This design comes from an exercise in tuning for small area on the open sky130 flow, not from production work. Where RTL was checked, it was by simulation tests only, not by an equivalence proof against the original. Power figures rest on the tool's default switching activity, not on a simulated workload.

==> inputs of build 80 <==
Design queue, start of the top module:
module queue(
    input clk,
    input rst,
    input wire [31:0] in,
    input signal,
    output wire [31:0] out,
    output queue_full,
    output queue_empty
);
==> module queue, before the edit <==
module queue(
    input clk,
    input rst,
    input wire [31:0] in,
    input signal,
    output wire [31:0] out,
    output queue_full,
    output queue_empty
);
    reg [31:0] mem [7:0];
    reg [31:0] deqOut;
    reg [2:0] head;      
    reg full, empty;
    wire enq = signal & ~full;
    wire deq = ~signal & ~empty;
    wire [7:0] sel;
    wire hold = ~deq;
    genvar g;
    generate
        for (g = 0; g < 8; g = g + 1) begin : g_sel
            assign sel[g] = deq & (head == g);
        end
    endgenerate
    wire [31:0] rd;
    generate
        for (g = 0; g < 32; g = g + 1) begin : g_rd
            queue_rdbit u_rd(
                .sel(sel), .hold(hold),
                .d({mem[7][g], mem[6][g], mem[5][g], mem[4][g],
                    mem[3][g], mem[2][g], mem[1][g], mem[0][g]}),
                .q(deqOut[g]), .y(rd[g]));
        end
    endgenerate
    integer i;
    always @(posedge clk) begin
        if (enq) begin
            mem[0] <= in;
            for (i = 1; i < 8; i = i + 1)
                mem[i] <= mem[i - 1];
        end
        deqOut <= rd;
    end
    always @(posedge clk) begin
        if (rst) begin
            head <= 3'd7;
            full <= 1'b0;
            empty <= 1'b1;
        end else if (enq) begin
            head <= head + 3'd1;
            empty <= 1'b0;
            full <= (head == 3'd6);
        end else if (deq) begin
            head <= head - 3'd1;
            full <= 1'b0;
            empty <= (head == 3'd0);
        end
    end
    assign out = deqOut;
    assign queue_full = full;
    assign queue_empty = empty;
endmodule
==> flow/config.mk <==
export PLATFORM = sky130hd
export DESIGN_NAME = queue
export DESIGN_NICKNAME = queue
export VERILOG_FILES = /design/flow/design.v
export SDC_FILE = /design/flow/constraint.sdc
export NUM_CORES = 4
export LEC_CHECK = 0
export CAP_MARGIN = 20
export CORE_MARGIN = 2
export CORE_UTILIZATION = 40
export PLACE_DENSITY = 0.6
export SLEW_MARGIN = 20
export SYNTH_HIERARCHICAL = 1
export SYNTH_MINIMUM_KEEP_SIZE = 0
==> flow/constraint.sdc <==
create_clock -name core_clock -period 5.0 [get_ports {clk}]
set_input_delay 1.0000 -clock core_clock [delete_from_list [all_inputs] [get_ports {clk}]]
set_output_delay 1.0000 -clock core_clock [all_outputs]
set_load 0.01 [all_outputs]
run.sh (not shown) runs the stock make flow with config.mk's settings and CLKGATE_MAP_FILE= SYNTH_SCRIPT=/design/flow/synth_recipe.tcl, a recipe that flattens the netlist after the stock synthesis.
==> trial 6: changes against build 80 <==
--- a/flow/design.v
+++ b/flow/design.v
@@ -15,12 +15,15 @@
     wire deq = ~signal & ~empty;
     wire [7:0] sel;
     wire hold = ~deq;
+    assign sel[0] = deq & ~head[2] & ~head[1] & ~head[0];
+    assign sel[1] = deq & ~head[2] & ~head[1] &  head[0];
+    assign sel[2] = deq & ~head[2] &  head[1] & ~head[0];
+    assign sel[3] = deq & ~head[2] &  head[1] &  head[0];
+    assign sel[4] = deq &  head[2] & ~head[1] & ~head[0];
+    assign sel[5] = deq &  head[2] & ~head[1] &  head[0];
+    assign sel[6] = deq &  head[2] &  head[1] & ~head[0];
+    assign sel[7] = deq &  head[2] &  head[1] &  head[0];
     genvar g;
-    generate
-        for (g = 0; g < 8; g = g + 1) begin : g_sel
-            assign sel[g] = deq & (head == g);
-        end
-    endgenerate
     wire [31:0] rd;
     generate
         for (g = 0; g < 32; g = g + 1) begin : g_rd
@@ -40,19 +43,21 @@
         end
         deqOut <= rd;
     end
+    wire [2:0] head_up = {head[2] ^ (head[1] & head[0]), head[1] ^ head[0], ~head[0]};
+    wire [2:0] head_dn = {head[2] ^ (~head[1] & ~head[0]), ~(head[1] ^ head[0]), ~head[0]};
     always @(posedge clk) begin
         if (rst) begin
             head <= 3'd7;
             full <= 1'b0;
             empty <= 1'b1;
         end else if (enq) begin
-            head <= head + 3'd1;
+            head <= head_up;
             empty <= 1'b0;
-            full <= (head == 3'd6);
+            full <= head[2] & head[1] & ~head[0];
         end else if (deq) begin
-            head <= head - 3'd1;
+            head <= head_dn;
             full <= 1'b0;
-            empty <= (head == 3'd0);
+            empty <= ~head[2] & ~head[1] & ~head[0];
         end
     end
     assign out = deqOut;
==> flow/flow/run.sh (new file) <==
#!/bin/bash
# The standard layout, with two changes: the port buffers are the smallest
# buffer (buf_1), and the clock tree uses clkbuf_8 leaf buffers for clusters
# of up to 16 flip-flops, without dummy loads.
set -euo pipefail
export BUFFER_PORTS_ARGS="-buffer_cell sky130_fd_sc_hd__buf_1"
export CTS_ARGS="-sink_clustering_enable -repair_clock_nets -dont_use_dummy_load -sink_clustering_size 16 -sink_clustering_max_diameter 60 -buf_list sky130_fd_sc_hd__clkbuf_8"
bash standard.sh > make.log 2>&1
==> flow/standard.sh (new file) <==
#!/bin/bash
# synth_recipe.tcl (not shown) runs the flow's synth.tcl, then flattens the netlist and writes it again
# the make line also repeats each setting of config.mk as NAME=value (left out here)
make -C /OpenROAD-flow-scripts/flow DESIGN_CONFIG=/design/flow/config.mk WORK_HOME=/design/flow/orfs CLKGATE_MAP_FILE= SYNTH_SCRIPT=/design/flow/synth_recipe.tcl "${@:-finish}"
CORE_UTILIZATION = 50   (was 40)
PLACE_DENSITY = 0.65   (was 0.6)
removed: flow/run.sh
==> trial 45: changes against build 80 <==
--- a/flow/design.v
+++ b/flow/design.v
@@ -15,12 +15,15 @@
     wire deq = ~signal & ~empty;
     wire [7:0] sel;
     wire hold = ~deq;
+    assign sel[0] = deq & ~head[2] & ~head[1] & ~head[0];
+    assign sel[1] = deq & ~head[2] & ~head[1] &  head[0];
+    assign sel[2] = deq & ~head[2] &  head[1] & ~head[0];
+    assign sel[3] = deq & ~head[2] &  head[1] &  head[0];
+    assign sel[4] = deq &  head[2] & ~head[1] & ~head[0];
+    assign sel[5] = deq &  head[2] & ~head[1] &  head[0];
+    assign sel[6] = deq &  head[2] &  head[1] & ~head[0];
+    assign sel[7] = deq &  head[2] &  head[1] &  head[0];
     genvar g;
-    generate
-        for (g = 0; g < 8; g = g + 1) begin : g_sel
-            assign sel[g] = deq & (head == g);
-        end
-    endgenerate
     wire [31:0] rd;
     generate
         for (g = 0; g < 32; g = g + 1) begin : g_rd
@@ -40,19 +43,21 @@
         end
         deqOut <= rd;
     end
+    wire [2:0] head_up = {head[2] ^ (head[1] & head[0]), head[1] ^ head[0], ~head[0]};
+    wire [2:0] head_dn = {head[2] ^ (~head[1] & ~head[0]), ~(head[1] ^ head[0]), ~head[0]};
     always @(posedge clk) begin
         if (rst) begin
             head <= 3'd7;
             full <= 1'b0;
             empty <= 1'b1;
         end else if (enq) begin
-            head <= head + 3'd1;
+            head <= head_up;
             empty <= 1'b0;
-            full <= (head == 3'd6);
+            full <= head[2] & head[1] & ~head[0];
         end else if (deq) begin
-            head <= head - 3'd1;
+            head <= head_dn;
             full <= 1'b0;
-            empty <= (head == 3'd0);
+            empty <= ~head[2] & ~head[1] & ~head[0];
         end
     end
     assign out = deqOut;
CORE_UTILIZATION = 50   (was 40)
PLACE_DENSITY = 0.65   (was 0.6)
==> notes <==
- Against trial 6, the cell count of trial 45 is higher by about 4%.
- Fmax, highest first: trial 6, build 80, trial 45.
- Count of clock-buffer cells in the layout: build 80 is higher than trial 45 (11).
- Build 80 finished with timing, DRC and antenna clean. Trial 6 passed the timing, design-rule and antenna checks. Trial 45 completed with no timing, DRC or antenna violations.
- First-iteration DRC count, lowest first: trial 6, build 80, trial 45.
- Via count: trial 6 is smaller than build 80 (about 2.8%).
==> figures <==
metric	trial 45	build 80	trial 6
Area used by multi-input combinational logic	0.00139 mm^2	0.00138 mm^2	0.00139 mm^2
Chip height	144 um	161 um	144 um
Non-filler cells in the finished layout	852	913	821
Seq/total area	70.9%	70.5%	78.3%
Number of nets in the layout	601	608	595
Min Clock Period, post-route	2.86 ns	2.73 ns	2.57 ns
Proportion of power drawn by the clock network	36.7%	34.7%	23.0%
Comb group	0.573 mW	0.671 mW	0.427 mW
Status	complete, no violations	complete, no violations	complete, no violations
Proportion of synthesized chip area in sequential cells	86.2%	85.7%	86.2%
Sum of internal, switching and leakage power	5.89 mW	5.98 mW	4.65 mW
Hold_sp	mem[5][0]	mem[1][28]	mem[5][27]
The RTL of build 80 was laid out without a check of its function.

[what the ideal ports hide]
The results above use ideal ports. As a check the final layouts listed here were re-extracted and re-timed, cells and wires unchanged.
Step 1 (the two cells are an assumption about what drives the block):
set clk [get_ports {clk}]
set_driving_cell -lib_cell sky130_fd_sc_hd__clkbuf_16 $clk
set_driving_cell -lib_cell sky130_fd_sc_hd__buf_2 [delete_from_list [all_inputs] $clk]
Step 2 adds t to the input delays and takes it off the output delays; t is the mean of the earliest and latest rising clock arrival at the registers after step 1. Input paths then give back, and output paths get back, about the clock's delay inside the block.
a / b / c = no drivers / after step 1 / after step 2; a / b = the first two.
run	t (ns)	setup WS [ns]	worst hold slack (ns)	worst setup path at the end	worst data-port slew with drivers (ns)
build 80	0.577	2.275 / 2.295 / 1.718	0.446 / 0.446 / 0.446	input to register	0.05
trial 6	0.555	2.431 / 2.446 / 1.891	0.450 / 0.450 / 0.450	input to register	0.04
trial 45	0.575	2.138 / 2.157 / 1.582	0.449 / 0.449 / 0.449	input to register	0.03
After both steps every run listed still meets setup and hold. The setup slack of build 80, which loses most, moves by +0.020 ns with the drivers and by -0.557 ns with both steps.
